This is an optimization exercise on Yosys and OpenROAD, whose aim is small area, not a production implementation.
The RTL was checked by simulation tests, not by an equivalence proof against the original design.
The flow treats the clock pin as an ideal source, which a real chip does not have.
Power figures rest on the tool's default switching activity, not on a simulated workload.

==> design.v <==
module calendar_clock (
    input         clk,
    input         rst_n,
    input         tick,
    input         adj_min,
    input         adj_hr,
    input         day_add,
    input         month_add,
    input         year_add,
    input         set_min,
    input         set_hr,
    input         bell_en,
    output [7:0]  hour,
    output [7:0]  minute,
    output [7:0]  second,
    output [7:0]  day,
    output [7:0]  month,
    output [15:0] year,
    output        leap,
    output [2:0]  weekday,
    output        pulse_day,
    output [7:0]  alarm_hr,
    output [7:0]  alarm_min,
    output        alarm,
    output        chime
);
    function [3:0] inc10(input [3:0] u);
        inc10 = {u[3] ^ (u[0] & (u[3] | (u[1] & u[2]))),
                 u[2] ^ (u[0] & u[1]),
                 u[1] ^ (u[0] & ~u[3]),
                 ~u[0]};
    endfunction
    function [2:0] inc6(input [2:0] t);
        inc6 = {t[2] ^ (t[0] & (t[1] | t[2])),
                t[1] ^ (t[0] & ~t[2]),
                ~t[0]};
    endfunction
    function is9(input [3:0] u);
        is9 = u[3] & u[0];
    endfunction
    function is5(input [2:0] t);
        is5 = t[2] & t[0];
    endfunction
    reg [2:0] s_t, m_t, am_t;
    reg [3:0] s_u, m_u, am_u;
    reg [1:0] h_t, ah_t, d_t;
    reg [3:0] h_u, ah_u, d_u;
    reg [3:0] mo;                  
    reg [3:0] y3, y2, y1, y0;      
    wire s59   = is5(s_t) & is9(s_u);
    wire m59   = is5(m_t) & is9(m_u);
    wire h23   = h_t[1] & h_u[1] & h_u[0];
    wire ah23  = ah_t[1] & ah_u[1] & ah_u[0];
    assign pulse_day = h23 & m59 & s59;
    wire feb  = ~mo[3] & ~mo[2] & mo[1] & ~mo[0];
    wire l31  = mo[3] ^ mo[0];
    wire l30  = ~l31 & ~feb;
    wire l29  = feb & leap;
    wire l28  = feb & ~leap;
    wire dt3  = d_t[1] & d_t[0];
    wire dt2  = d_t[1] & ~d_t[0];
    wire day_ge = dt3 ? (~l31 | d_u[0]) : (dt2 & (l29 ? is9(d_u) : l28 & d_u[3]));
    wire day_eq = (l31 & dt3 & d_u[0]) | (l30 & dt3 & ~d_u[0]) |
                  (l29 & dt2 & is9(d_u)) | (l28 & dt2 & d_u[3] & ~d_u[0]);
    wire pulse_month = pulse_day & day_eq;
    wire pulse_year  = pulse_month & mo[3] & mo[2];
    wire y9999 = is9(y3) & is9(y2) & is9(y1) & is9(y0);
    wire en_min = tick & (adj_min | s59);
    wire en_hr  = tick & (adj_hr | (m59 & s59));
    wire en_day = tick & (pulse_day | day_add);
    wire en_mon = tick & (pulse_month | month_add);
    wire en_yr  = tick & (pulse_year | year_add);
    always @(posedge clk or negedge rst_n) begin
        if (!rst_n) begin
            s_t <= 3'd0; s_u <= 4'd0;
            m_t <= 3'd0; m_u <= 4'd0;
            h_t <= 2'd0; h_u <= 4'd0;
            am_t <= 3'd0; am_u <= 4'd0;
            ah_t <= 2'd0; ah_u <= 4'd0;
            d_t <= 2'd1; d_u <= 4'd2;
            mo  <= 4'd12;
            y3 <= 4'd2; y2 <= 4'd0; y1 <= 4'd2; y0 <= 4'd3;
        end else begin
            if (tick) begin
                s_u <= inc10(s_u);
                if (is9(s_u)) s_t <= inc6(s_t);
            end
            if (en_min) begin
                m_u <= inc10(m_u);
                if (is9(m_u)) m_t <= inc6(m_t);
            end
            if (en_hr) begin
                if (h23) begin
                    h_t <= 2'd0; h_u <= 4'd0;
                end else begin
                    h_u <= inc10(h_u);
                    if (is9(h_u)) h_t <= h_t + 2'd1;
                end
            end
            if (tick & set_min) begin
                am_u <= inc10(am_u);
                if (is9(am_u)) am_t <= inc6(am_t);
            end
            if (tick & set_hr) begin
                if (ah23) begin
                    ah_t <= 2'd0; ah_u <= 4'd0;
                end else begin
                    ah_u <= inc10(ah_u);
                    if (is9(ah_u)) ah_t <= ah_t + 2'd1;
                end
            end
            if (en_day) begin
                if (day_ge) begin
                    d_t <= 2'd0; d_u <= 4'd1;
                end else begin
                    d_u <= inc10(d_u);
                    if (is9(d_u)) d_t <= d_t + 2'd1;
                end
            end
            if (en_mon)
                mo <= (mo[3] & mo[2]) ? 4'd1 : mo + 4'd1;
            if (en_yr) begin
                y0 <= y9999 ? 4'd1 : inc10(y0);
                if (is9(y0)) y1 <= inc10(y1);
                if (is9(y0) & is9(y1)) y2 <= inc10(y2);
                if (is9(y0) & is9(y1) & is9(y2)) y3 <= inc10(y3);
            end
        end
    end
    assign second    = {1'b0, s_t, s_u};
    assign minute    = {1'b0, m_t, m_u};
    assign hour      = {2'b0, h_t, h_u};
    assign alarm_min = {1'b0, am_t, am_u};
    assign alarm_hr  = {2'b0, ah_t, ah_u};
    assign day       = {2'b0, d_t, d_u};
    wire mo_ten = mo[3] & (mo[2] | mo[1]);
    assign month     = {3'b0, mo_ten, mo[3] & ~mo_ten, mo[2] & ~mo_ten,
                        mo_ten ? mo[2] : mo[1], mo[0]};
    assign year      = {y3, y2, y1, y0};
    wire k4 = ~y0[0] & (y0[1] ~^ y1[0]);      
    wire j4 = ~y2[0] & (y2[1] ~^ y3[0]);      
    wire kz = (y1 == 4'd0) & (y0 == 4'd0);
    assign leap = k4 & (~kz | j4);
    assign alarm = bell_en & (alarm_hr == hour) & (alarm_min == minute);
    assign chime = m59 & is5(s_t) & s_u[0] & (s_u[3] | (s_u[2] & ~s_u[1]));
    reg [2:0] wd;
    assign weekday = wd;
    wire [2:0] dd = ~en_day ? 3'd0 :
                    ~day_ge ? 3'd1 :
                    d_t[0] ? {1'b1, ~d_u[0], d_u[0]} : {2'b00, ~d_u[0]};
    wire y99   = is9(y1) & is9(y0);
    wire k3    = y0[0] & (y0[1] ^ y1[0]);           
    wire j3    = y2[0] & (y2[1] ^ y3[0]);           
    wire leap1 = k3 & (~y99 | j3);
    wire lnew  = en_yr ? (leap1 & ~y9999) : leap;
    wire janfeb = ~mo[3] & ~mo[2] & ~(mo[1] & mo[0]);
    wire dec   = mo[3] & mo[2];
    wire [1:0] dm = ~en_mon ? 2'd0 :
                    feb ? {1'b0, lnew} :
                    dec ? {~lnew, lnew} :
                    l31 ? 2'd3 : 2'd2;
    wire [1:0] dy = ~en_yr ? 2'd0 :
                    y9999 ? 2'd3 :
                    {janfeb ? leap : leap1, ~(janfeb ? leap : leap1)};
    wire [4:0] wsum = wd + dd + dm + dy;
    wire [3:0] wf1  = wsum[4:3] + wsum[2:0];
    wire [2:0] wf2  = wf1[3] + wf1[2:0];
    wire [2:0] wd_next = (wf2 == 3'd7) ? 3'd0 : wf2;
    always @(posedge clk or negedge rst_n)
        if (!rst_n) wd <= 3'd2;         
        else        wd <= wd_next;
endmodule
==> flow/run.sh <==
#!/bin/bash
# Own flow: the standard synthesis; then the combinational logic between the
# (unchanged) registers is re-mapped by ABC for area with a few scripts, and
# the smallest result that is proven equal to the standard netlist is kept;
# then the standard layout, with port buffers of the smallest buffer cell
# and, if flow/cts_args.txt exists, those clock tree options.
set -euo pipefail
W=$(pwd)
F=$W/flow
R=$W/orfs/results/$FLOW_PLATFORM/calendar_clock/base
LIB=$FLOW_HOME/platforms/$FLOW_PLATFORM/lib/sky130_fd_sc_hd__tt_025C_1v80.lib
export BUFFER_PORTS_ARGS="-buffer_cell sky130_fd_sc_hd__buf_1"
if [[ -f $F/cts_args.txt ]]; then
  export CTS_ARGS="$(cat $F/cts_args.txt)"
fi

bash standard.sh synth > $W/standard_synth.log 2>&1
cp $R/1_2_yosys.v $W/synth_standard.v

DU=$(sed -n '/DONT_USE_CELLS/,/^$/p' $FLOW_HOME/platforms/$FLOW_PLATFORM/config.mk | grep -o 'sky130_fd_sc_hd__[a-z0-9_]*' | sed 's/^/-dont_use /' | tr '\n' ' ')

remap() {   # remap N: re-map with flow/remapN.abc into synth_remapN.v
  local n=$1
  cat > $W/remap$n.ys <<EOY
read_liberty -ignore_miss_func $LIB
read_verilog $W/synth_standard.v
hierarchy -top $FLOW_TOP
blackbox sky130_fd_sc_hd__df*
flatten
rename -hide w:* i:* o:* %u %d
opt_clean
abc -liberty $LIB -script $F/remap$n.abc $DU
opt_clean -purge
hilomap -hicell sky130_fd_sc_hd__conb_1 HI -locell sky130_fd_sc_hd__conb_1 LO
splitnets
opt_clean -purge
hierarchy -top $FLOW_TOP
tee -o $W/remap${n}_stat.txt stat -liberty $LIB
write_verilog -noattr -nohex -nodec $W/synth_remap$n.v
EOY
  yosys -s $W/remap$n.ys > $W/remap$n.log 2>&1 || true
}

equal() {   # equal FILE: prove FILE equal to the standard netlist
  local n=$1
  cat > $W/remap${n}_eq.ys <<EOY
read_liberty -ignore_miss_func $LIB
read_verilog $W/synth_standard.v
rename $FLOW_TOP gold
read_verilog $W/synth_remap$n.v
rename $FLOW_TOP gate
flatten gold gate
rename -hide gold/w:* gold/i:* gold/o:* %u %d
rename -hide gate/w:* gate/i:* gate/o:* %u %d
opt_clean
async2sync
equiv_make gold gate eq
hierarchy -top eq
equiv_simple -seq 2
equiv_induct -seq 2
equiv_status -assert
EOY
  yosys -s $W/remap${n}_eq.ys > $W/remap${n}_eq.log 2>&1
}

N=$(ls $F/remap*.abc | wc -l)
for n in $(seq 1 $N); do remap $n & done
wait
: > $W/remap_choice.txt
for n in $(seq 1 $N); do
  a=$(grep -s 'Chip area' $W/remap${n}_stat.txt | awk '{print $NF}' || true)
  [[ -n "$a" && -f $W/synth_remap$n.v ]] && echo "$a $n" >> $W/remap_choice.txt
done
chosen=""
for n in $(sort -g $W/remap_choice.txt | awk '{print $2}'); do
  if equal $n; then chosen=$n; break; fi
done
if [[ -n "$chosen" ]]; then
  echo "chosen: remap$chosen" >> $W/remap_choice.txt
  cp $W/synth_remap$chosen.v $R/1_2_yosys.v
  touch $R/1_2_yosys.v
else
  echo "none proven equal; keeping the standard netlist" >> $W/remap_choice.txt
fi

bash standard.sh > $W/standard_layout.log 2>&1
==> flow/cts_args.txt <==
-sink_clustering_enable -repair_clock_nets -dont_use_dummy_load -sink_clustering_size 32 -sink_clustering_max_diameter 400 -buf_list {sky130_fd_sc_hd__clkbuf_4 sky130_fd_sc_hd__clkbuf_8}
==> flow/remap1.abc <==
strash
&get -n
&deepsyn -T 20
&put
dch -f
amap
strash
&get -n
&deepsyn -T 20
&put
dch -f
amap
==> flow/remap2.abc <==
strash
&get -n
&deepsyn -T 20
&put
dch -f
amap
mfs3 -a
strash
&get -n
&deepsyn -T 20
&put
dch -f
amap
==> flow/remap3.abc <==
strash
&get -n
&deepsyn -T 20
&put
dch -f
amap
strash
&get -n
&deepsyn -T 20
&put
dch -f
amap
strash
&get -n
&deepsyn -T 20
&put
dch -f
amap
==> flow/remap4.abc <==
strash
&get -n
&deepsyn -T 60
&put
dch -f
amap
==> standard.sh <==
#!/bin/bash
# synth_recipe.tcl (not shown) runs the flow's synth.tcl, then flattens the netlist and writes it again
# the make line also repeats each setting of config.mk as NAME=value (left out here)
make -C /OpenROAD-flow-scripts/flow DESIGN_CONFIG=/design/flow/config.mk WORK_HOME=/design/flow/orfs CLKGATE_MAP_FILE= SYNTH_SCRIPT=/design/flow/synth_recipe.tcl "${@:-finish}"
==> config.mk <==
export PLATFORM = sky130hd
export DESIGN_NAME = calendar_clock
export DESIGN_NICKNAME = calendar_clock
export VERILOG_FILES = /design/flow/design.v
export SDC_FILE = /design/flow/constraint.sdc
export NUM_CORES = 4
export LEC_CHECK = 0
export ABC_AREA = 1
export CAP_MARGIN = 20
export CORE_MARGIN = 2
export CORE_UTILIZATION = 40
export CTS_BUF_LIST = sky130_fd_sc_hd__clkbuf_2 sky130_fd_sc_hd__clkbuf_4
export PLACE_DENSITY = 0.6
export SLEW_MARGIN = 20
==> constraint.sdc <==
create_clock -name core_clock -period 24.0 [get_ports {clk}]
set_input_delay 4.8000 -clock core_clock [delete_from_list [all_inputs] [get_ports {clk}]]
set_output_delay 4.8000 -clock core_clock [all_outputs]
set_load 0.01 [all_outputs]
==> summary.txt, run 1 <==
run status - timing/DRC/antenna clean
Cells after Synth - 388
worst r2r src - m_t[2]$_DFFE_PN0P_
utilization after layout - 0.480
Max Cap Violations - 0
port buffer count - 77
Rel. slew slack - 0.468
first-pass GRT wire length - 12.3 mm
# DRC - 0
Sink Count - 62
Worst-path clk slew - 60 ps
cts bufs inserted - 9
DRT iter0 DRCs - 81
Hold Buf Count CTS - 0
Hold Violations, Final - 0
post-CTS repair timing setup buffer count - 0
crit-path max FO - 1
Final Max Tran Viols - 0
HPWL after detailed placement - 5.50 mm
setup ws final - 13,370 ps
number of antenna diodes - 0
Crit path largest cell delay - 410 ps
CP delay by family, top - simple AND/OR/NAND/NOR gates
Avg Inst Size Synth - 8.05 µm²
CP required - 19,200 ps
fillers - 796
PwrDens - 132 mW/mm²
Worst Tran Pin Value - 797 ps
WS Path Type - in -> out
# H-tree levels - 3
vias in the first global route - 2,676
Vias - 2,903
DIE WIDTH - 92.4 µm
Worst Path Buf+Inv - 2
total track usage - 0.181
share of layout cells above drive strength 1 - 0.0421
TritonRoute pass-1 iters - 4
initial antenna violation count - 0
post-CTS resize count - 0
Syn-to-layout area delta - 17.6%
slowest CP cell - or4_1
Worst Path Arrival - 5830 ps
Worst setup SP type - input port
Via density - 5.03
Chip Height - 92.4 µm
I/O pins - 90
row cnt - 32
clock period minus final worst setup slack - 10,630 ps
leakage power - 1.44 nW
hold path start - y1[2]$_DFFE_PN0P_
Initial Utilization - 0.408
cell mode on critical path - buf_1
Clock Skews - 11.8 ps
final WL - 7.26 mm
Syn Std Cell Area - 0.00312 mm²
Die ar. - 0.00853 mm²
largest net degree at the start of global routing - 63
Cell Chain, Critical Path - buf_1 > o21ai_0 > or4_1 > nor4_1 > buf_1
root buf cell - clkbuf_8
Final TNS setup - 0 ps
final period utilization - 0.443
Final Setup Violations - 0
CTS max path bufs - 2
syn_nets - 399
RSZ-0062 raised after global routing - false
GP Congestion - 0.872
Crit. Startpoint - bell_en
worst vdd ir - 0.0547 mV
grt ovf - 0
pre-CTS setup slack - 13,380 ps
Worst Hold Class - reg -> reg
Max Fclk - 0.0941 GHz
post-route ant nets - 0
overall power - 0.484 mW
Syn. warnings - 1
TritonCTS clock tree - done
total core area - 0.00765 mm²
Final nets - 488
worst skew pair latency - 320 ps
wire per inst - 12.6 µm
crit end category - primary output
==> cells in the final DEF (no fill, tap or decap), types with 4 or more instances in the layout <==
cell,n
a31oi_1,4
buf_1,76
o21a_1,10
a21oi_1,30
dfstp_2,9
nand2_1,35
o21ai_0,26
a22o_1,4
nand3_1,14
nor3_1,7
o32ai_1,4
nor2_1,79
o22ai_1,16
conb_1,12
nor4_1,4
dfrtp_1,53
clkbuf_8,9
clkinv_1,53
==> power breakdown <==
| group | switching [mW] | total, mW | internal (mW) |
|---|---|---|---|
| Sequential | 0.0524 | 0.208 | 0.155 |
| Clock | 0.0344 | 0.0677 | 0.0334 |
| Combinational | 0.131 | 0.209 | 0.0781 |
==> worst register-to-register path, delay by kind of cell (launching register included) <==
| kind | cells | cell delay [ps] |
|---|---|---|
| flops | 1 | 360 |
| simple gates | 15 | 3030 |
| compound gates | 11 | 1570 |
| buf+inv | 3 | 390 |
==> state kept, by name, summed over array words and instances, names as in the netlist, 3 cells and up <==
| name | flops |
|---|---|
| am_u | 4 |
| m_u | 4 |
| y0 | 4 |
| y1 | 4 |
| wd | 3 |
| mo | 4 |
| ah_u | 4 |
| y3 | 4 |
| s_u | 4 |
| h_u | 4 |
| d_u | 4 |
| m_t | 3 |
| s_t | 3 |
| y2 | 4 |
| am_t | 3 |
==> path summary, 6_finish.rpt <==
path / to / slack [ps] / cells after the start
worst max-delay path: alarm / 13370 / 5
worst min-delay path: y1[2]$_DFFE_PN0P_ / 490 / 1
worst max register to register: wd[1]$_DFF_PN1_ / 18570 / 29
worst min register to register: y1[2]$_DFFE_PN0P_ / 490 / 1
max in group asynchronous: d_t[1]$_DFFE_PN0P_ / 18820 / 2
min in group asynchronous: y0[3]$_DFFE_PN0P_ / 4640 / 2
==> metrics by stage <==
step | hold slack, ps | cells | instance area, µm²
after floorplan | 500 | 388 | 3120
after global placement | 485 | 568 | 3550
after detailed placement | 488 | 568 | 3550
after CTS | 497 | 577 | 3670
after global routing | 547 | 577 | 3670
final | 492 | 577 | 3670
==> cell type report <==
type / instances / area [µm²] / area share
Sequential cell: 62 / 1560 / 0.426
Multi-Input combinational cell: 273 / 1360 / 0.371
Timing Repair Buffer: 78 / 298 / 0.0811
Inverter: 53 / 199 / 0.0542
Tap cell: 102 / 128 / 0.0348
Clock buffer: 9 / 124 / 0.0337
==> routing by layer <==
layer	GRT usage	vias to the layer above	part of all wire
met4	0.0672	0	0.011
li1	-	1509	-
met2	0.271	69	0.44
met3	0.0334	6	0.046
met5	0	-	0
met1	0.263	1319	0.50
==> run 2: changes to the inputs <==
==> flow/cts_args.txt (replaced) <==
-sink_clustering_enable -repair_clock_nets -dont_use_dummy_load -sink_clustering_size 32 -sink_clustering_max_diameter 500 -sink_clustering_levels 1 -buf_list {sky130_fd_sc_hd__clkbuf_4}
==> summary.txt, run 2 <==
Die ar. - 0.00862 mm²
TritonRoute pass-1 iters - 4
port buffer count - 77
Hold Buf Count CTS - 0
total track usage - 0.186
Vias - 2,948
fillers - 819
Crit path largest cell delay - 400 ps
WS Path Type - in -> out
overall power - 0.457 mW
crit end category - primary output
setup ws final - 13,390 ps
pre-CTS setup slack - 13,400 ps
run status - timing/DRC/antenna clean
Worst Hold Class - reg -> reg
Syn. warnings - 1
crit-path max FO - 1
share of layout cells above drive strength 1 - 0.0412
Hold Violations, Final - 0
worst vdd ir - 0.0516 mV
Final Max Tran Viols - 0
first-pass GRT wire length - 12.6 mm
slowest CP cell - or4_1
leakage power - 1.44 nW
Max Fclk - 0.0943 GHz
clock period minus final worst setup slack - 10,610 ps
worst skew pair latency - 380 ps
TritonCTS clock tree - done
vias in the first global route - 2,767
initial antenna violation count - 0
post-route ant nets - 0
DIE WIDTH - 92.8 µm
commonest non-fill, non-tap cell in the layout - nor2_1
I/O pins - 90
GP Congestion - 0.850
DRT iter0 DRCs - 132
CP delay by family, top - simple AND/OR/NAND/NOR gates
Cells after Synth - 398
placed cell areas - 0.00358 mm²
largest net degree at the start of global routing - 63
Worst setup SP type - input port
Final TNS setup - 0 ps
# DRC - 0
Worst Tran Pin Value - 803 ps
total core area - 0.00769 mm²
HPWL after detailed placement - 5.66 mm
most frequent cells in the layout - 84 x nor2_1, 76 x buf_1, 54 x clkinv_1, 53 x dfrtp_1, 37 x nand2_1
Worst Path Buf+Inv - 2
grt ovf - 0
CP required - 19,200 ps
# H-tree levels - 3
root buf cell - clkbuf_4
Syn Std Cell Area - 0.00316 mm²
Max Cap Violations - 0
cts bufs inserted - 9
final period utilization - 0.442
Cell Chain, Critical Path - buf_1 > o21ai_0 > or4_1 > nor4b_1 > buf_1
row cnt - 32
Syn-to-layout area delta - 15.6%
worst hold margin - 520 ps
RSZ-0062 raised after global routing - false
final WL - 7.41 mm
Final Setup Violations - 0
FF-to-FF setup slack - 18,570 ps
Placed Cells - 578
CTS max path bufs - 2
Sink Count - 62
Worst Path Arrival - 5810 ps
post-CTS repair timing setup buffer count - 0
Avg Inst Size Synth - 7.93 µm²
post-route insts no fill - 587
Clock Skews - 22.3 ps
Rel. slew slack - 0.464
Final nets - 498
post-CTS resize count - 0
PwrDens - 125 mW/mm²
number of antenna diodes - 0
Chip Height - 92.8 µm
syn_nets - 409
Initial Utilization - 0.411
Worst-path clk slew - 100 ps
cell mode on critical path - buf_1
design area - 0.00365 mm²
wire per inst - 12.6 µm
Via density - 5.02
utilization after layout - 0.475
==> run 2: power by group <==
| part | switching (mW) | internal, mW | total [mW] | leakage, nW |
|---|---|---|---|---|
| Sequential | 0.0502 | 0.153 | 0.203 | 0.709 |
| Clock | 0.0322 | 0.0174 | 0.0496 | 0.0414 |
| Combinational | 0.130 | 0.0746 | 0.205 | 0.685 |
==> run 2: area by class of cell <==
class	count	area, µm²	area share
timing repair buffer	78	298	0.0816
multi-input combinational	282	1390	0.381
sequential	62	1560	0.428
tap	102	128	0.0350
inverter	54	203	0.0555
clock buffer	9	67.6	0.0185
==> run 2: final timing paths <==
| check | start | end | cells past startpoint |
|---|---|---|---|
| max in group asynchronous | rst_n | d_t[1]$_DFFE_PN0P_ | 2 |
| hold reg to reg | mo[2]$_DFFE_PN1P_ | mo[2]$_DFFE_PN1P_ | 2 |
| setup reg to reg | y3[0]$_DFFE_PN0P_ | wd[2]$_DFF_PN0_ | 28 |
| setup / recovery | bell_en | alarm | 5 |
| min in group asynchronous | rst_n | y2[0]$_DFFE_PN0P_ | 2 |
| hold / removal | mo[2]$_DFFE_PN1P_ | mo[2]$_DFFE_PN1P_ | 2 |
==> run 2: worst reg2reg max path: cells and delay by family (launching register included) <==
family,cells,cell delay (ps)
buf+inv,3,420
simple gates,9,1790
compound gates,16,2640
flops,1,460
==> run 2: metal layers <==
metal | vias to the layer above | global-route usage | wire [µm]
met5 | - | 0 | 0
met1 | 1341 | 0.237 | 3390
met3 | 2 | 0.0651 | 477
met2 | 81 | 0.306 | 3510
met4 | 0 | 0.0417 | 26
li1 | 1524 | - | -
==> run 3: changes to the inputs <==
==> flow/cts_args.txt (replaced) <==
-repair_clock_nets -dont_use_dummy_load -root_buf sky130_fd_sc_hd__clkbuf_4 -distance_between_buffers 500 -buf_list {sky130_fd_sc_hd__clkbuf_4}
==> summary.txt, run 3 <==
run status - timing/DRC/antenna clean
Worst setup SP type - input port
WS Path Type - in -> out
Sw Share - 0.464
worst skew pair latency - 380 ps
total core area - 0.00769 mm²
Clock Skews - 22.3 ps
Via density - 5.02
Initial Utilization - 0.411
TritonCTS clock tree - done
HPWL after detailed placement - 5.66 mm
Worst Path Arrival - 5810 ps
TritonRoute pass-1 iters - 4
Final Setup Violations - 0
initial antenna violation count - 0
cts bufs inserted - 9
CTS max path bufs - 2
crit end category - primary output
Cells after Synth - 398
utilization after layout - 0.475
row cnt - 32
final period utilization - 0.442
setup ws final - 13,390 ps
port buffer count - 77
clock period minus final worst setup slack - 10,610 ps
Syn-to-layout area delta - 15.6%
Rel. slew slack - 0.464
Avg Inst Size Synth - 7.93 µm²
Clk pwr share - 0.109
Cell Chain, Critical Path - buf_1 > o21ai_0 > or4_1 > nor4b_1 > buf_1
wire per inst - 12.6 µm
largest net degree at the start of global routing - 63
cell mode on critical path - buf_1
leakage power - 1.44 nW
Sink Count - 62
share of layout cells above drive strength 1 - 0.0412
Die ar. - 0.00862 mm²
CP required - 19,200 ps
Vias - 2,948
Hold Violations, Final - 0
post-CTS repair timing setup buffer count - 0
# DRC - 0
slowest CP cell - or4_1
Comb pwr share - 0.447
# H-tree levels - 3
total track usage - 0.186
cell-internal power - 0.245 mW
first-pass GRT wire length - 12.6 mm
root buf cell - clkbuf_4
Worst-path clk slew - 100 ps
I/O pins - 90
Chip Height - 92.8 µm
GP Congestion - 0.850
RSZ-0062 raised after global routing - false
Hold Buf Count CTS - 0
crit-path max FO - 1
Worst Tran Pin Value - 803 ps
Final TNS setup - 0 ps
Worst Hold Class - reg -> reg
Syn Std Cell Area - 0.00316 mm²
Syn. warnings - 1
Crit path largest cell delay - 400 ps
worst vdd ir - 0.0516 mV
Final nets - 498
DIE WIDTH - 92.8 µm
pre-CTS setup slack - 13,400 ps
Seq pwr share - 0.444
DRT iter0 DRCs - 132
grt ovf - 0
final WL - 7.41 mm
PwrDens - 125 mW/mm²
Max Cap Violations - 0
sw power - 0.212 mW
number of antenna diodes - 0
most frequent cells in the layout - 84 x nor2_1, 76 x buf_1, 54 x clkinv_1, 53 x dfrtp_1, 37 x nand2_1
syn_nets - 409
Final Max Tran Viols - 0
post-CTS resize count - 0
commonest non-fill, non-tap cell in the layout - nor2_1
vias in the first global route - 2,767
post-route ant nets - 0
Max Fclk - 0.0943 GHz
## run 3: cell counts in the layout (fill, tap and decap cells not counted)
No cell type changed its count.
## run 3: metal layers
layer | GRT usage | vias to the layer above | routed length (µm) | share of wire
met4 | 0.0417 | 0 | 26 | 0.0035
met5 | 0 | - | 0 | 0
met1 | 0.237 | 1341 | 3390 | 0.46
met2 | 0.306 | 81 | 3510 | 0.47
met3 | 0.0651 | 2 | 477 | 0.064
li1 | - | 1524 | - | -
## run 3: stage by stage
stage	instance area, µm²	std cells	hold slack, ps	power [mW]
4_1_cts	3650	587	523	0.463
3_5_place_dp	3580	578	507	0.410
6_report	3650	587	520	0.457
2_1_floorplan	3160	398	495	0.338
3_3_place_gp	3580	578	507	0.408
5_1_grt	3650	587	542	0.504
## run 3: area by class of cell
| class | instances | area [µm²] |
|---|---|---|
| fillers | 819 | 4040 |
| flip-flops and latches | 62 | 1560 |
| multi-input cells | 282 | 1390 |
| repair buffers | 78 | 298 |
| inverters | 54 | 203 |
| well taps | 102 | 128 |
| clock buffers | 9 | 67.6 |
## run 3: worst paths after layout
| path | cells past startpoint | end | slack (ps) | from |
|---|---|---|---|---|
| max | 5 | alarm | 13390 | bell_en |
| min | 2 | mo[2]$_DFFE_PN1P_ | 520 | mo[2]$_DFFE_PN1P_ |
| max reg2reg | 28 | wd[2]$_DFF_PN0_ | 18570 | y3[0]$_DFFE_PN0P_ |
| min reg2reg | 2 | mo[2]$_DFFE_PN1P_ | 520 | mo[2]$_DFFE_PN1P_ |
| max in group asynchronous | 2 | d_t[1]$_DFFE_PN0P_ | 18880 | rst_n |
| min in group asynchronous | 2 | y2[0]$_DFFE_PN0P_ | 4570 | rst_n |
## run 3: worst max-delay path, delay by kind of cell
family | cells | cell delay [ps]
AOI/OAI and AO/OA | 1 | 70
buffers and inverters | 2 | 250
and+or+nand+nor | 2 | 690
## run 3: power by group through the flow
| stage | logic [mW] | registers [mW] | clock network, mW |
|---|---|---|---|
| floorplan | 0.124 | 0.214 | 0 |
| global placement | 0.203 | 0.205 | 0 |
| detailed placement | 0.205 | 0.205 | 0 |
| CTS | 0.207 | 0.203 | 0.0531 |
| global route | 0.235 | 0.212 | 0.0577 |
| finish | 0.205 | 0.203 | 0.0496 |
==> run 4: changes to the inputs <==
==> flow/cts_args.txt (replaced) <==
-sink_clustering_enable -repair_clock_nets -dont_use_dummy_load -sink_clustering_size 16 -sink_clustering_max_diameter 300 -buf_list {sky130_fd_sc_hd__clkbuf_2 sky130_fd_sc_hd__clkbuf_4}
==> summary.txt, run 4 <==
wire per inst - 12.6 µm
final WL - 7.29 mm
DIE WIDTH - 92.4 µm
post-route ant nets - 0
first-pass GRT wire length - 12.3 mm
Max Cap Violations - 0
post-CTS repair timing setup buffer count - 0
Avg Inst Size Synth - 8.05 µm²
Vias - 2,891
Worst-path clk slew - 100 ps
Final nets - 488
share of layout cells above drive strength 1 - 0.0421
Rel. slew slack - 0.465
crit-path max FO - 1
port buffer count - 77
RSZ-0062 raised after global routing - false
setup ws final - 13,370 ps
crit end category - primary output
Worst setup SP type - input port
GP Congestion - 0.872
row cnt - 32
vias in the first global route - 2,673
FF+latch area - 0.00156 mm²
CTS max path bufs - 2
most frequent cells in the layout - 79 x nor2_1, 76 x buf_1, 53 x clkinv_1, 53 x dfrtp_1, 35 x nand2_1
PwrDens - 129 mW/mm²
# H-tree levels - 3
I/O pins - 90
total core area - 0.00765 mm²
Initial Utilization - 0.408
worst vdd ir - 0.0546 mV
Sink Count - 62
Final Max Tran Viols - 0
pre-CTS setup slack - 13,380 ps
WS Path Type - in -> out
HPWL after detailed placement - 5.50 mm
leakage power - 1.42 nW
TritonRoute pass-1 iters - 4
Worst Tran Pin Value - 802 ps
Syn-to-layout area delta - 15.8%
total track usage - 0.182
# DRC - 0
Multi-input gate area - 0.00136 mm²
Final TNS setup - 0 ps
Die ar. - 0.00853 mm²
syn_nets - 399
Worst Path Arrival - 5830 ps
worst skew pair latency - 390 ps
Final Setup Violations - 0
Hold Buf Count CTS - 0
Chip Height - 92.4 µm
Via density - 5.01
run status - timing/DRC/antenna clean
Cells after Synth - 388
post-CTS resize count - 0
FF-to-FF setup slack - 18,610 ps
initial antenna violation count - 0
cts bufs inserted - 9
Max Fclk - 0.0941 GHz
fillers - 809
Hold Violations, Final - 0
TritonCTS clock tree - done
largest net degree at the start of global routing - 63
Syn Std Cell Area - 0.00312 mm²
Clock Skews - 21.3 ps
Syn. warnings - 1
number of antenna diodes - 0
clock period minus final worst setup slack - 10,630 ps
CP required - 19,200 ps
DRT iter0 DRCs - 72
final period utilization - 0.443
root buf cell - clkbuf_4
grt ovf - 0
Worst Hold Class - reg -> reg
commonest non-fill, non-tap cell in the layout - nor2_1
## run 4: layout make-up
type / instances / area share
Inverter: 53 / 0.0550
Tap cell: 102 / 0.0353
Timing Repair Buffer: 78 / 0.0824
Sequential cell: 62 / 0.432
Multi-Input combinational cell: 273 / 0.376
Clock buffer: 9 / 0.0187
## run 4: per-layer routing
layer | up-vias | global-route usage | wire (µm)
li1 | 1507 | - | -
met1 | 1304 | 0.263 | 3680
met2 | 69 | 0.269 | 3110
met3 | 11 | 0.0358 | 364
met4 | 0 | 0.0709 | 131
met5 | - | 0 | 0
## run 4: final timing paths
check / startpoint / end / depth (start not counted)
max: bell_en / alarm / 5
min: y1[2]$_DFFE_PN0P_ / y1[2]$_DFFE_PN0P_ / 1
max reg2reg: y3[0]$_DFFE_PN0P_ / wd[1]$_DFF_PN1_ / 29
min reg2reg: y1[2]$_DFFE_PN0P_ / y1[2]$_DFFE_PN0P_ / 1
max in group asynchronous: rst_n / m_u[0]$_DFFE_PN0P_ / 2
min in group asynchronous: rst_n / y0[3]$_DFFE_PN0P_ / 2
## run 4: report_power, final
| group | leakage [nW] | switching, mW | internal, mW |
|---|---|---|---|
| logic | 0.670 | 0.131 | 0.0781 |
| registers | 0.707 | 0.0524 | 0.155 |
| clock network | 0.0414 | 0.0338 | 0.0174 |
## run 4: worst max-delay path: stages
cell,delay [ps]
buf_1,60
o21ai_0,100
or4_1,410
nor4_1,260
buf_1,190
## run 4: through the flow
step	utilization	power [mW]	std cells	instance area, µm²	hold WS [ps]
finish	0.473	0.467	577	3620	497
global route	0.473	0.516	577	3620	552
CTS	0.473	0.472	577	3620	502
detailed placement	0.464	0.420	568	3550	488
global placement	0.464	0.415	568	3550	485
floorplan	-	0.346	388	3120	500
==> run 5: changes to the inputs <==
--- a/flow/run.sh
+++ b/flow/run.sh
@@ -66,4 +66,5 @@
 N=$(ls $F/remap*.abc | wc -l)
-for n in $(seq 1 $N); do remap $n & done
-wait
+export -f remap
+export W F LIB DU FLOW_TOP
+seq 1 $N | xargs -P ${NUM_CORES:-4} -I{} bash -c 'remap {}'
 : > $W/remap_choice.txt
==> flow/remap1.abc (replaced) <==
strash
&get -n
&deepsyn -S 1 -T 20
&put
dch -f
amap
mfs3 -a
strash
&get -n
&deepsyn -S 21 -T 20
&put
dch -f
amap
==> flow/remap2.abc (replaced) <==
strash
&get -n
&deepsyn -S 2 -T 20
&put
dch -f
amap
mfs3 -a
strash
&get -n
&deepsyn -S 22 -T 20
&put
dch -f
amap
==> flow/remap3.abc (replaced) <==
strash
&get -n
&deepsyn -S 3 -T 20
&put
dch -f
amap
mfs3 -a
strash
&get -n
&deepsyn -S 23 -T 20
&put
dch -f
amap
==> flow/remap4.abc (replaced) <==
strash
&get -n
&deepsyn -S 4 -T 20
&put
dch -f
amap
mfs3 -a
strash
&get -n
&deepsyn -S 24 -T 20
&put
dch -f
amap
==> flow/remap5.abc (new file) <==
strash
&get -n
&deepsyn -S 5 -T 40
&put
dch -f
amap
mfs3 -a
strash
&get -n
&deepsyn -S 25 -T 20
&put
dch -f
amap
==> flow/remap6.abc (new file) <==
strash
&get -n
&deepsyn -S 6 -T 40
&put
dch -f
amap
mfs3 -a
strash
&get -n
&deepsyn -S 26 -T 20
&put
dch -f
amap
==> flow/remap7.abc (new file) <==
strash
&get -n
&deepsyn -S 7 -T 40
&put
dch -f
amap
mfs3 -a
strash
&get -n
&deepsyn -S 27 -T 20
&put
dch -f
amap
==> flow/remap8.abc (new file) <==
strash
&get -n
&deepsyn -S 8 -T 40
&put
dch -f
amap
mfs3 -a
strash
&get -n
&deepsyn -S 28 -T 20
&put
dch -f
amap
==> summary.txt, run 5 <==
post-route insts no fill - 591
GP Congestion - 0.829
Chip Height - 93.0 µm
Global Route met1 Usage - 0.262
final period utilization - 0.442
final WL - 7.47 mm
Worst-path clk slew - 80 ps
syn_nets - 413
Final Max Tran Viols - 0
worst r2r src - y3[0]$_DFFE_PN0P_
port buffer count - 77
CP required - 19,200 ps
hold path depth - 1
# DRC - 0
worst skew pair latency - 400 ps
Worst Path Buf+Inv - 2
depth of the worst register-to-register path - 37
worst hold margin - 522 ps
fillers - 814
vias in the first global route - 2,666
wire per inst - 12.6 µm
Worst setup SP type - input port
Crit path largest cell delay - 460 ps
TritonCTS clock tree - done
slowest CP cell - or4_1
Worst Path Arrival - 5810 ps
commonest non-fill, non-tap cell in the layout - nor2_1
run status - timing/DRC/antenna clean
Multi-input gate area - 0.00140 mm²
GR peak layer - met2
Avg Inst Size Synth - 7.87 µm²
Final TNS setup - 0 ps
CP delay by family, top - simple AND/OR/NAND/NOR gates
leakage power - 1.45 nW
Die ar. - 0.00864 mm²
Vias - 2,999
initial antenna violation count - 0
# H-tree levels - 3
FF+latch area - 0.00156 mm²
crit end category - primary output
worst vdd ir - 0.0438 mV
post-route ant nets - 0
hold path start - s_u[1]$_DFFE_PN0P_
WS Path Type - in -> out
TritonRoute pass-1 iters - 4
Cell Chain, Critical Path - buf_1 > o21ai_0 > or4_1 > nor4_1 > buf_1
total core area - 0.00769 mm²
Sink Count - 62
CTS max path bufs - 2
Hold Violations, Final - 0
cts bufs inserted - 9
routing usage on met3 - 0.0391
Max Fclk - 0.0942 GHz
most frequent cells in the layout - 92 x nor2_1, 76 x buf_1, 53 x clkinv_1, 53 x dfrtp_1, 36 x a21oi_1
worst r2r dst - wd[1]$_DFF_PN1_
Clock Skews - 21.3 ps
Syn. warnings - 1
Syn Std Cell Area - 0.00317 mm²
overall power - 0.462 mW
DRT iter0 DRCs - 99
crit-path max FO - 1
Syn-to-layout area delta - 15.6%
clock period minus final worst setup slack - 10,610 ps
post-CTS repair timing setup buffer count - 0
cell mode on critical path - buf_1
PwrDens - 126 mW/mm²
Worst Hold Class - reg -> reg
largest net degree at the start of global routing - 63
post-CTS resize count - 0
RSZ-0062 raised after global routing - false
row cnt - 32
total track usage - 0.184
hold worst-path end - s_u[1]$_DFFE_PN0P_
HPWL after detailed placement - 5.63 mm
number of antenna diodes - 0
Hold Buf Count CTS - 0
Max Cap Violations - 0
Rel. slew slack - 0.472
FF-to-FF setup slack - 17,850 ps
share of layout cells above drive strength 1 - 0.0409
root buf cell - clkbuf_4
Worst Tran Pin Value - 792 ps
I/O pins - 90
Final Setup Violations - 0
first-pass GRT wire length - 12.6 mm
grt ovf - 0
Via density - 5.07
met2 Track Usage GR - 0.276
Placed Cells - 582
Final nets - 502
DIE WIDTH - 93.0 µm
Initial Utilization - 0.412
Cells after Synth - 402
[run 5: power by group]
part / internal, mW / switching [mW] / total [mW] / leakage (nW)
sequential: 0.153 / 0.0524 / 0.206 / 0.709
combinational: 0.0753 / 0.131 / 0.206 / 0.695
clock: 0.0174 / 0.0330 / 0.0504 / 0.0414
total: 0.246 / 0.216 / 0.462 / 1.45
[run 5: per-layer routing]
layer,share of wire,vias up
met5,0,-
met4,0.010,0
met3,0.050,6
met2,0.45,62
met1,0.49,1397
li1,-,1534
[run 5: cell type report]
class / instances / area share
sequential: 62 / 0.427
multi-input combinational: 287 / 0.384
timing repair buffer: 78 / 0.0814
inverter: 53 / 0.0544
tap: 102 / 0.0349
clock buffer: 9 / 0.0185
[run 5: stage by stage]
step / setup slack, ps / util / area (µm²)
after global placement: 13410 / 0.467 / 3590
after global routing: 13310 / 0.476 / 3660
after floorplan: 13470 / - / 3170
final: 13390 / 0.476 / 3660
after detailed placement: 13370 / 0.467 / 3590
after CTS: 13370 / 0.476 / 3660
[run 5: how the worst max path moves through the flow]
stage                  from     to  cells after the start
CTS                 bell_en  alarm                      5
finish              bell_en  alarm                      5
floorplan           bell_en  alarm                      3
global route        bell_en  alarm                      5
global placement    bell_en  alarm                      5
detailed placement  bell_en  alarm                      5
==> run 6: changes to the inputs <==
--- a/flow/run.sh
+++ b/flow/run.sh
@@ -12,2 +12,4 @@
 export BUFFER_PORTS_ARGS="-buffer_cell sky130_fd_sc_hd__buf_1"
+[[ -f $F/pre_cts.tcl ]] && export PRE_CTS_TCL=$F/pre_cts.tcl
+[[ -f $F/post_cts.tcl ]] && export POST_CTS_TCL=$F/post_cts.tcl
 if [[ -f $F/cts_args.txt ]]; then
==> flow/cts_args.txt (replaced) <==
-sink_clustering_enable -repair_clock_nets -dont_use_dummy_load -sink_clustering_size 32 -sink_clustering_max_diameter 400 -buf_list {sky130_fd_sc_hd__clkbuf_4 sky130_fd_sc_hd__clkbuf_8}
==> flow/post_cts.tcl (new file) <==
set_max_fanout 100000 [current_design]
==> flow/pre_cts.tcl (new file) <==
set_max_fanout 32 [current_design]
==> summary.txt, run 6 <==
run status - timing/DRC/antenna clean
grt ovf - 0
Max Fclk - 0.0942 GHz
Hold Violations, Final - 0
Clock Skews - 13.7 ps
worst hold margin - 519 ps
crit-path max FO - 1
initial antenna violation count - 0
Worst-path clk slew - 50 ps
Worst Tran Pin Value - 798 ps
Final nets - 502
Chip Height - 93.0 µm
Seq pwr share - 0.429
RSZ-0062 raised after global routing - false
clock period minus final worst setup slack - 10,610 ps
Clk pwr share - 0.143
# DRC - 0
Worst Path Arrival - 5810 ps
post-route insts no fill - 591
row cnt - 32
cell-internal power - 0.262 mW
setup ws final - 13,390 ps
Sw Share - 0.456
leakage power - 1.47 nW
CP required - 19,200 ps
Initial Utilization - 0.412
utilization after layout - 0.483
pre-CTS setup slack - 13,370 ps
Syn Std Cell Area - 0.00317 mm²
Final Setup Violations - 0
Final TNS setup - 0 ps
DIE WIDTH - 93.0 µm
commonest non-fill, non-tap cell in the layout - nor2_1
Worst setup SP type - input port
hold path start - s_u[1]$_DFFE_PN0P_
Syn. warnings - 1
TritonCTS clock tree - done
worst skew pair latency - 340 ps
vias in the first global route - 2,668
Sink Count - 62
Rel. slew slack - 0.468
I/O pins - 90
Avg Inst Size Synth - 7.87 µm²
HPWL after detailed placement - 5.63 mm
TritonRoute pass-1 iters - 4
Die ar. - 0.00864 mm²
Vias - 3,043
largest net degree at the start of global routing - 63
design area - 0.00371 mm²
first-pass GRT wire length - 12.7 mm
total track usage - 0.185
crit end category - primary output
Worst Hold Class - reg -> reg
Comb pwr share - 0.428
DRT iter0 DRCs - 96
syn_nets - 413
Placed Cells - 582
Via density - 5.15
wire per inst - 12.8 µm
port buffer count - 77
placed cell areas - 0.00359 mm²
Final Max Tran Viols - 0
Syn-to-layout area delta - 17.4%
Max Cap Violations - 0
overall power - 0.482 mW
number of antenna diodes - 0
sw power - 0.219 mW
post-route ant nets - 0
Crit. Startpoint - bell_en
share of layout cells above drive strength 1 - 0.0409
final WL - 7.59 mm
Cells after Synth - 402
WS Path Type - in -> out
most frequent cells in the layout - 92 x nor2_1, 76 x buf_1, 53 x clkinv_1, 53 x dfrtp_1, 36 x a21oi_1
worst vdd ir - 0.0457 mV
worst r2r src - y3[0]$_DFFE_PN0P_
GP Congestion - 0.829
PwrDens - 130 mW/mm²
total core area - 0.00769 mm²
final period utilization - 0.442
[run 6: area by class of cell]
type	count	area [µm²]
Clock buffer	9	124
Fill cell	805	3970
Inverter	53	199
Multi-Input combinational cell	287	1400
Sequential cell	62	1560
Tap cell	102	128
Timing Repair Buffer	78	298
[run 6: final timing paths]
| kind | cells past startpoint | end | slack, ps |
|---|---|---|---|
| max in group asynchronous | 2 | y1[0]$_DFFE_PN0P_ | 18830 |
| min in group asynchronous | 2 | y1[2]$_DFFE_PN0P_ | 4630 |
| worst max register to register | 37 | wd[1]$_DFF_PN1_ | 17860 |
| worst max-delay path | 5 | alarm | 13390 |
| worst min-delay path | 1 | s_u[1]$_DFFE_PN0P_ | 520 |
| worst min register to register | 1 | s_u[1]$_DFFE_PN0P_ | 520 |
[run 6: routing by layer]
layer | track usage | vias up | share of wire
li1 | - | 1527 | -
met1 | 0.262 | 1437 | 0.48
met2 | 0.282 | 70 | 0.45
met3 | 0.0366 | 9 | 0.055
met4 | 0.0662 | 0 | 0.014
met5 | 0 | - | 0
[run 6: power by group through the flow]
stage | logic (mW) | registers [mW] | clock network [mW]
floorplan | 0.124 | 0.217 | 0
global placement | 0.203 | 0.207 | 0
detailed placement | 0.207 | 0.207 | 0
global route | 0.237 | 0.215 | 0.0757
finish | 0.206 | 0.206 | 0.0690
[run 6: critical path, cell delays in order]
cell and delay (ps):
buf_1 60, o21ai_0 70, or4_1 460, nor4_1 230, buf_1 180
==> run 7: changes to the inputs <==
--- a/flow/run.sh
+++ b/flow/run.sh
@@ -12,4 +12,3 @@
 export BUFFER_PORTS_ARGS="-buffer_cell sky130_fd_sc_hd__buf_1"
-[[ -f $F/pre_cts.tcl ]] && export PRE_CTS_TCL=$F/pre_cts.tcl
-[[ -f $F/post_cts.tcl ]] && export POST_CTS_TCL=$F/post_cts.tcl
+export SKIP_REPAIR_TIE_FANOUT=1
 if [[ -f $F/cts_args.txt ]]; then
@@ -35,3 +34,3 @@
 opt_clean -purge
-hilomap -hicell sky130_fd_sc_hd__conb_1 HI -locell sky130_fd_sc_hd__conb_1 LO
+hilomap -singleton -hicell sky130_fd_sc_hd__conb_1 HI -locell sky130_fd_sc_hd__conb_1 LO
 splitnets
==> flow/cts_args.txt (replaced) <==
-sink_clustering_enable -repair_clock_nets -dont_use_dummy_load -sink_clustering_size 16 -sink_clustering_max_diameter 300 -buf_list {sky130_fd_sc_hd__clkbuf_2 sky130_fd_sc_hd__clkbuf_4}
==> flow/remap1.abc (replaced) <==
strash
&get -n
&deepsyn -S 0 -T 20
&put
dch -f
amap
mfs3 -a
strash
&get -n
&deepsyn -S 0 -T 20
&put
dch -f
amap
removed: flow/post_cts.tcl
removed: flow/pre_cts.tcl
removed: flow/remap2.abc
removed: flow/remap3.abc
removed: flow/remap4.abc
removed: flow/remap5.abc
removed: flow/remap6.abc
removed: flow/remap7.abc
removed: flow/remap8.abc
==> summary.txt, run 7 <==
run status - timing/DRC/antenna clean
Final Max Tran Viols - 0
sw power - 0.216 mW
number of antenna diodes - 0
Syn. warnings - 1
post-CTS resize count - 0
Sw Share - 0.463
leakage power - 1.38 nW
PwrDens - 131 mW/mm²
Clk pwr share - 0.108
Hold Buf Count CTS - 0
share of layout cells above drive strength 1 - 0.0431
worst vdd ir - 0.0492 mV
Sink Count - 62
Die ar. - 0.00842 mm²
Worst Path Arrival - 5800 ps
Hold Violations, Final - 0
Final Setup Violations - 0
Max Cap Violations - 0
I/O pins - 90
wire per inst - 12.8 µm
Vias - 2,839
Clock Skews - 30.5 ps
# DRC - 0
total core area - 0.00761 mm²
Syn Std Cell Area - 0.00308 mm²
vias in the first global route - 2,566
Initial Utilization - 0.405
Syn-to-layout area delta - 16.0%
CTS max path bufs - 2
Max Fclk - 0.0944 GHz
FF-to-FF setup slack - 18,580 ps
GP Congestion - 0.810
DIE WIDTH - 91.8 µm
worst hold margin - 497 ps
Worst Hold Class - reg -> reg
final period utilization - 0.442
cell-internal power - 0.251 mW
clock period minus final worst setup slack - 10,600 ps
final WL - 7.26 mm
DRT iter0 DRCs - 94
total track usage - 0.183
Seq pwr share - 0.444
post-route ant nets - 0
Worst setup SP type - input port
Worst-path clk slew - 80 ps
Rel. slew slack - 0.474
syn_nets - 388
port buffer count - 77
grt ovf - 0
post-CTS repair timing setup buffer count - 0
Final TNS setup - 0 ps
Chip Height - 91.8 µm
utilization after layout - 0.470
crit end category - primary output
Avg Inst Size Synth - 8.17 µm²
first-pass GRT wire length - 12.2 mm
WS Path Type - in -> out
CP required - 19,200 ps
Via density - 5.02
most frequent cells in the layout - 79 x nor2_1, 76 x buf_1, 53 x clkinv_1, 53 x dfrtp_1, 35 x nand2_1
cts bufs inserted - 9
commonest non-fill, non-tap cell in the layout - nor2_1
# H-tree levels - 3
TritonCTS clock tree - done
Cells after Synth - 377
initial antenna violation count - 0
Final nets - 477
crit-path max FO - 1
row cnt - 32
largest net degree at the start of global routing - 63
worst skew pair latency - 380 ps
HPWL after detailed placement - 5.49 mm
Comb pwr share - 0.448
RSZ-0062 raised after global routing - false
TritonRoute pass-1 iters - 6
root buf cell - clkbuf_4
Worst Tran Pin Value - 789 ps
run 7: path summary, 6_finish.rpt:
kind                              startpoint           endpoint  cells after the start
setup / recovery                     bell_en              alarm                      5
hold / removal             y1[2]$_DFFE_PN0P_  y1[2]$_DFFE_PN0P_                      1
setup reg to reg           y3[0]$_DFFE_PN0P_    wd[1]$_DFF_PN1_                     29
hold reg to reg            y1[2]$_DFFE_PN0P_  y1[2]$_DFFE_PN0P_                      1
max in group asynchronous              rst_n    wd[2]$_DFF_PN0_                      2
min in group asynchronous              rst_n  mo[0]$_DFFE_PN0P_                      2
run 7: stage by stage:
step | power (mW) | setup slack (ps) | cells | area [µm²]
finish | 0.467 | 13400 | 566 | 3570
global route | 0.515 | 13300 | 566 | 3570
CTS | 0.472 | 13380 | 566 | 3570
detailed placement | 0.420 | 13390 | 557 | 3510
global placement | 0.415 | 13380 | 557 | 3510
floorplan | 0.346 | 13540 | 377 | 3080
run 7: power by group through the flow:
stage / sequential (mW) / clock, mW / combinational (mW)
2_1_floorplan: 0.219 / 0 / 0.127
3_3_place_gp: 0.208 / 0 / 0.207
3_5_place_dp: 0.210 / 0 / 0.211
4_1_cts: 0.208 / 0.0530 / 0.211
5_1_grt: 0.217 / 0.0579 / 0.241
6_report: 0.207 / 0.0502 / 0.209
run 7: metal layers:
metal	share of wire	vias up	global-route usage
met5	0	-	0
li1	-	1484	-
met1	0.51	1296	0.266
met4	0.0077	0	0.0709
met3	0.037	4	0.0370
met2	0.44	55	0.270
run 7: worst max-delay path: stages:
cell     delay, ps
buf_1           60
o21ai_0        100
or4_1          410
nor4_1         250
buf_1          180
run 7: final cells by class:
type                       instances  area, µm²
fill                             809       4030
sequential                        62       1560
multi-input combinational        262       1320
timing repair buffer              78        298
inverter                          53        199
tap                              102        128
clock buffer                       9       67.6
==> run 8: changes to the inputs <==
--- a/flow/run.sh
+++ b/flow/run.sh
@@ -12,3 +12,2 @@
 export BUFFER_PORTS_ARGS="-buffer_cell sky130_fd_sc_hd__buf_1"
-export SKIP_REPAIR_TIE_FANOUT=1
 if [[ -f $F/cts_args.txt ]]; then
@@ -34,3 +33,3 @@
 opt_clean -purge
-hilomap -singleton -hicell sky130_fd_sc_hd__conb_1 HI -locell sky130_fd_sc_hd__conb_1 LO
+hilomap -hicell sky130_fd_sc_hd__conb_1 HI -locell sky130_fd_sc_hd__conb_1 LO
 splitnets
==> flow/remap10.abc (new file) <==
strash
&get -n
&deepsyn -S 9 -T 20
&put
dch -f
amap
mfs3 -a
strash
&get -n
&deepsyn -S 9 -T 20
&put
dch -f
amap
==> flow/remap11.abc (new file) <==
strash
&get -n
&deepsyn -S 10 -T 20
&put
dch -f
amap
mfs3 -a
strash
&get -n
&deepsyn -S 10 -T 20
&put
dch -f
amap
==> flow/remap12.abc (new file) <==
strash
&get -n
&deepsyn -S 11 -T 20
&put
dch -f
amap
mfs3 -a
strash
&get -n
&deepsyn -S 11 -T 20
&put
dch -f
amap
==> flow/remap2.abc (new file) <==
strash
&get -n
&deepsyn -S 1 -T 20
&put
dch -f
amap
mfs3 -a
strash
&get -n
&deepsyn -S 1 -T 20
&put
dch -f
amap
==> flow/remap3.abc (new file) <==
strash
&get -n
&deepsyn -S 2 -T 20
&put
dch -f
amap
mfs3 -a
strash
&get -n
&deepsyn -S 2 -T 20
&put
dch -f
amap
==> flow/remap4.abc (new file) <==
strash
&get -n
&deepsyn -S 3 -T 20
&put
dch -f
amap
mfs3 -a
strash
&get -n
&deepsyn -S 3 -T 20
&put
dch -f
amap
==> flow/remap5.abc (new file) <==
strash
&get -n
&deepsyn -S 4 -T 20
&put
dch -f
amap
mfs3 -a
strash
&get -n
&deepsyn -S 4 -T 20
&put
dch -f
amap
==> flow/remap6.abc (new file) <==
strash
&get -n
&deepsyn -S 5 -T 20
&put
dch -f
amap
mfs3 -a
strash
&get -n
&deepsyn -S 5 -T 20
&put
dch -f
amap
==> flow/remap7.abc (new file) <==
strash
&get -n
&deepsyn -S 6 -T 20
&put
dch -f
amap
mfs3 -a
strash
&get -n
&deepsyn -S 6 -T 20
&put
dch -f
amap
==> flow/remap8.abc (new file) <==
strash
&get -n
&deepsyn -S 7 -T 20
&put
dch -f
amap
mfs3 -a
strash
&get -n
&deepsyn -S 7 -T 20
&put
dch -f
amap
==> flow/remap9.abc (new file) <==
strash
&get -n
&deepsyn -S 8 -T 20
&put
dch -f
amap
mfs3 -a
strash
&get -n
&deepsyn -S 8 -T 20
&put
dch -f
amap
==> summary.txt, run 8 <==
placed cell areas - 0.00355 mm²
cell mode on critical path - buf_1
cts bufs inserted - 9
Final TNS setup - 0 ps
TritonRoute pass-1 iters - 4
Final nets - 488
Worst Path Buf+Inv - 2
DRT iter0 DRCs - 72
# H-tree levels - 3
PwrDens - 129 mW/mm²
Max Fclk - 0.0941 GHz
setup ws final - 13,370 ps
share of layout cells above drive strength 1 - 0.0421
Final Setup Violations - 0
TritonCTS clock tree - done
port buffer count - 77
Worst Path Arrival - 5830 ps
CP required - 19,200 ps
final WL - 7.29 mm
CP delay by family, top - simple AND/OR/NAND/NOR gates
WS Path Type - in -> out
run status - timing/DRC/antenna clean
leakage power - 1.42 nW
Worst setup SP type - input port
Hold Buf Count CTS - 0
post-route ant nets - 0
Via density - 5.01
design area - 0.00362 mm²
wire per inst - 12.6 µm
Max Cap Violations - 0
final period utilization - 0.443
CTS max path bufs - 2
vias in the first global route - 2,673
Worst Hold Class - reg -> reg
commonest non-fill, non-tap cell in the layout - nor2_1
initial antenna violation count - 0
grt ovf - 0
Clock Skews - 21.3 ps
Syn-to-layout area delta - 15.8%
Worst Tran Pin Value - 802 ps
syn_nets - 399
Crit path largest cell delay - 410 ps
most frequent cells in the layout - 79 x nor2_1, 76 x buf_1, 53 x clkinv_1, 53 x dfrtp_1, 35 x nand2_1
largest net degree at the start of global routing - 63
Cell Chain, Critical Path - buf_1 > o21ai_0 > or4_1 > nor4_1 > buf_1
Cells after Synth - 388
Vias - 2,891
Avg Inst Size Synth - 8.05 µm²
total track usage - 0.182
row cnt - 32
Final Max Tran Viols - 0
worst skew pair latency - 390 ps
worst hold margin - 497 ps
Chip Height - 92.4 µm
Syn. warnings - 1
Syn Std Cell Area - 0.00312 mm²
crit-path max FO - 1
worst vdd ir - 0.0546 mV
Hold Violations, Final - 0
Sink Count - 62
DIE WIDTH - 92.4 µm
Worst-path clk slew - 100 ps
Die ar. - 0.00853 mm²
post-CTS resize count - 0
root buf cell - clkbuf_4
clock period minus final worst setup slack - 10,630 ps
Initial Utilization - 0.408
HPWL after detailed placement - 5.50 mm
# DRC - 0
GP Congestion - 0.872
RSZ-0062 raised after global routing - false
number of antenna diodes - 0
post-CTS repair timing setup buffer count - 0
pre-CTS setup slack - 13,380 ps
Rel. slew slack - 0.465
post-route insts no fill - 577
Placed Cells - 568
crit end category - primary output
total core area - 0.00765 mm²
I/O pins - 90
first-pass GRT wire length - 12.3 mm
slowest CP cell - or4_1
## run 8: worst register-to-register path, delay by kind of cell, from the launching register on
| family | cells | cell delay [ps] |
|---|---|---|
| and+or+nand+nor | 13 | 2650 |
| AOI/OAI and AO/OA | 13 | 1850 |
| DFF | 1 | 440 |
| buffers and inverters | 3 | 380 |
## run 8: final cells by class
type | count | area, µm²
inverters | 53 | 199
multi-input cells | 273 | 1360
repair buffers | 78 | 298
clock buffers | 9 | 67.6
well taps | 102 | 128
fillers | 809 | 4030
flip-flops and latches | 62 | 1560
## run 8: metrics by stage
stage / utilization / power (mW)
3_3_place_gp: 0.464 / 0.415
2_1_floorplan: - / 0.346
5_1_grt: 0.473 / 0.516
6_report: 0.473 / 0.467
4_1_cts: 0.473 / 0.472
3_5_place_dp: 0.464 / 0.420
## run 8: path summary, 6_finish.rpt
check | start | to | slack [ps] | cells after the start
worst min register to register | y1[2]$_DFFE_PN0P_ | y1[2]$_DFFE_PN0P_ | 500 | 1
worst max register to register | y3[0]$_DFFE_PN0P_ | wd[1]$_DFF_PN1_ | 18610 | 29
worst max-delay path | bell_en | alarm | 13370 | 5
min in group asynchronous | rst_n | y0[3]$_DFFE_PN0P_ | 4560 | 2
worst min-delay path | y1[2]$_DFFE_PN0P_ | y1[2]$_DFFE_PN0P_ | 500 | 1
max in group asynchronous | rst_n | m_u[0]$_DFFE_PN0P_ | 18880 | 2
## run 8: power by group
part	total (mW)	internal (mW)	switching, mW
registers	0.207	0.155	0.0524
logic	0.209	0.0781	0.131
clock network	0.0513	0.0174	0.0338
## run 8: per-layer routing
layer	vias up	track usage	share of wire
met3	11	0.0358	0.050
met5	-	0	0
met1	1304	0.263	0.51
met2	69	0.269	0.43
li1	1507	-	-
met4	0	0.0709	0.018
==> run 9: changes to the inputs <==
--- a/flow/run.sh
+++ b/flow/run.sh
@@ -5,3 +5,4 @@
 # then the standard layout, with port buffers of the smallest buffer cell
-# and, if flow/cts_args.txt exists, those clock tree options.
+# and, if flow/cts_args.txt exists, those clock tree options. The constant
+# outputs share one tie cell (hilomap -singleton, no tie fanout repair).
 set -euo pipefail
@@ -12,2 +13,3 @@
 export BUFFER_PORTS_ARGS="-buffer_cell sky130_fd_sc_hd__buf_1"
+export SKIP_REPAIR_TIE_FANOUT=1
 if [[ -f $F/cts_args.txt ]]; then
@@ -33,3 +35,3 @@
 opt_clean -purge
-hilomap -hicell sky130_fd_sc_hd__conb_1 HI -locell sky130_fd_sc_hd__conb_1 LO
+hilomap -singleton -hicell sky130_fd_sc_hd__conb_1 HI -locell sky130_fd_sc_hd__conb_1 LO
 splitnets
==> summary.txt, run 9 <==
run status - timing/DRC/antenna clean
CTS max path bufs - 2
RSZ-0062 raised after global routing - false
GR peak layer - met1
CP required - 19,200 ps
Syn. warnings - 1
WS Path Type - in -> out
worst hold margin - 499 ps
TritonCTS clock tree - done
Final Max Tran Viols - 0
post-route ant nets - 0
GP Congestion - 0.835
utilization after layout - 0.471
Cell Chain, Critical Path - buf_1 > o21ai_0 > or4_1 > nor4b_1 > buf_1
grt ovf - 0
most frequent cells in the layout - 76 x buf_1, 73 x nor2_1, 53 x dfrtp_1, 52 x clkinv_1, 37 x nand2_1
first-pass GRT wire length - 12.5 mm
Worst Path Arrival - 5820 ps
final period utilization - 0.443
Worst-path clk slew - 100 ps
largest net degree at the start of global routing - 63
Sink Count - 62
overall power - 0.449 mW
crit-path max FO - 1
Final nets - 478
DIE WIDTH - 91.9 µm
setup ws final - 13,380 ps
Via density - 5.03
number of antenna diodes - 0
commonest non-fill, non-tap cell in the layout - buf_1
Worst Path Buf+Inv - 2
Clock Skews - 24.2 ps
wire per inst - 12.9 µm
Final TNS setup - 0 ps
row cnt - 32
share of layout cells above drive strength 1 - 0.0430
root buf cell - clkbuf_4
Vias - 2,854
port buffer count - 77
Worst Hold Class - reg -> reg
total track usage - 0.185
Chip Height - 91.9 µm
total core area - 0.00761 mm²
Syn-to-layout area delta - 16.0%
Hold Buf Count CTS - 0
Final Setup Violations - 0
PwrDens - 125 mW/mm²
Max Cap Violations - 0
CP delay by family, top - simple AND/OR/NAND/NOR gates
Max Fclk - 0.0941 GHz
Cells after Synth - 378
HPWL after detailed placement - 5.47 mm
design area - 0.00358 mm²
post-CTS repair timing setup buffer count - 0
worst skew pair latency - 370 ps
leakage power - 1.41 nW
vias in the first global route - 2,699
pre-CTS setup slack - 13,360 ps
Global Route met1 Usage - 0.270
Syn Std Cell Area - 0.00309 mm²
Avg Inst Size Synth - 8.18 µm²
DRT iter0 DRCs - 134
slowest CP cell - or4_1
# DRC - 0
cts bufs inserted - 9
I/O pins - 90
# H-tree levels - 3
routing usage on met3 - 0.0394
Worst setup SP type - input port
Crit path largest cell delay - 460 ps
Die ar. - 0.00845 mm²
crit end category - primary output
initial antenna violation count - 0
Worst Tran Pin Value - 778 ps
post-route insts no fill - 567
syn_nets - 389
cell mode on critical path - buf_1
Placed Cells - 558
placed cell areas - 0.00352 mm²
met2 Track Usage GR - 0.267
Rel. slew slack - 0.481
final WL - 7.29 mm
Hold Violations, Final - 0
post-CTS resize count - 0
TritonRoute pass-1 iters - 4
Initial Utilization - 0.406
clock period minus final worst setup slack - 10,620 ps
worst vdd ir - 0.0482 mV
## run 9: layout make-up
| type | count | area (µm²) |
|---|---|---|
| clock buffer | 9 | 67.6 |
| fill | 785 | 4020 |
| multi-input combinational | 264 | 1330 |
| tap | 102 | 128 |
| sequential | 62 | 1560 |
| inverter | 52 | 195 |
| timing repair buffer | 78 | 298 |
## run 9: worst paths after layout
path	from	to	slack, ps	cells after the start
setup / recovery	bell_en	alarm	13380	5
hold / removal	s_t[1]$_DFFE_PN0P_	s_t[1]$_DFFE_PN0P_	500	1
setup reg to reg	m_u[3]$_DFFE_PN0P_	wd[2]$_DFF_PN0_	18040	31
hold reg to reg	s_t[1]$_DFFE_PN0P_	s_t[1]$_DFFE_PN0P_	500	1
max in group asynchronous	rst_n	y2[1]$_DFFE_PN0P_	18890	2
min in group asynchronous	rst_n	h_t[0]$_DFFE_PN0P_	4600	2
## run 9: routing by layer
layer	vias to the layer above	share of wire	wire, µm
met5	-	0	0
met4	0	0.0078	57
met3	4	0.062	449
met2	85	0.44	3210
met1	1274	0.49	3580
li1	1491	-	-
## run 9: where the power goes
part	switching, mW	internal [mW]
clock	0.0319	0.0175
sequential	0.0506	0.152
combinational	0.124	0.0731
total	0.207	0.242

-- static timing again, ports no longer ideal --
In the flow no input, the clock included, has a driving cell. The finished layouts below were timed again as built, in two steps.
Step 1 (the two cells are an assumption about what drives the block):
set clk [get_ports {clk}]
set_driving_cell -lib_cell sky130_fd_sc_hd__clkbuf_16 $clk
set_driving_cell -lib_cell sky130_fd_sc_hd__buf_2 [delete_from_list [all_inputs] $clk]
Step 2 also shifts input and output timing later by t, the mid clock arrival at the registers, as if the neighbouring blocks saw the same clock.
Slacks: ideal / step 1 / step 2; pairs: ideal / step 1.
run	shift t [ns]	setup WS [ns]	worst hold slack (ns)	clock arrival spread, ns	worst data-port slew with drivers (ns)
run 1	0.346	13.371 / 13.346 / 13.346	0.492 / 0.492 / 0.492	0.014 / 0.014	0.04
run 2	0.400	13.391 / 13.367 / 13.367	0.520 / 0.520 / 0.520	0.022 / 0.023	0.05
run 3	0.400	13.391 / 13.367 / 13.367	0.520 / 0.520 / 0.520	0.022 / 0.023	0.05
run 4	0.410	13.371 / 13.347 / 13.347	0.497 / 0.497 / 0.497	0.023 / 0.023	0.04
run 5	0.415	13.389 / 13.367 / 13.367	0.522 / 0.522 / 0.522	0.021 / 0.022	0.04
run 6	0.360	13.390 / 13.367 / 13.367	0.519 / 0.519 / 0.519	0.014 / 0.014	0.04
run 7	0.399	13.402 / 13.377 / 13.377	0.497 / 0.497 / 0.497	0.031 / 0.031	0.04
run 8	0.410	13.371 / 13.347 / 13.347	0.497 / 0.497 / 0.497	0.023 / 0.023	0.04
run 9	0.388	13.377 / 13.355 / 13.355	0.499 / 0.499 / 0.499	0.024 / 0.024	0.04
After both steps every run listed still meets setup and hold.
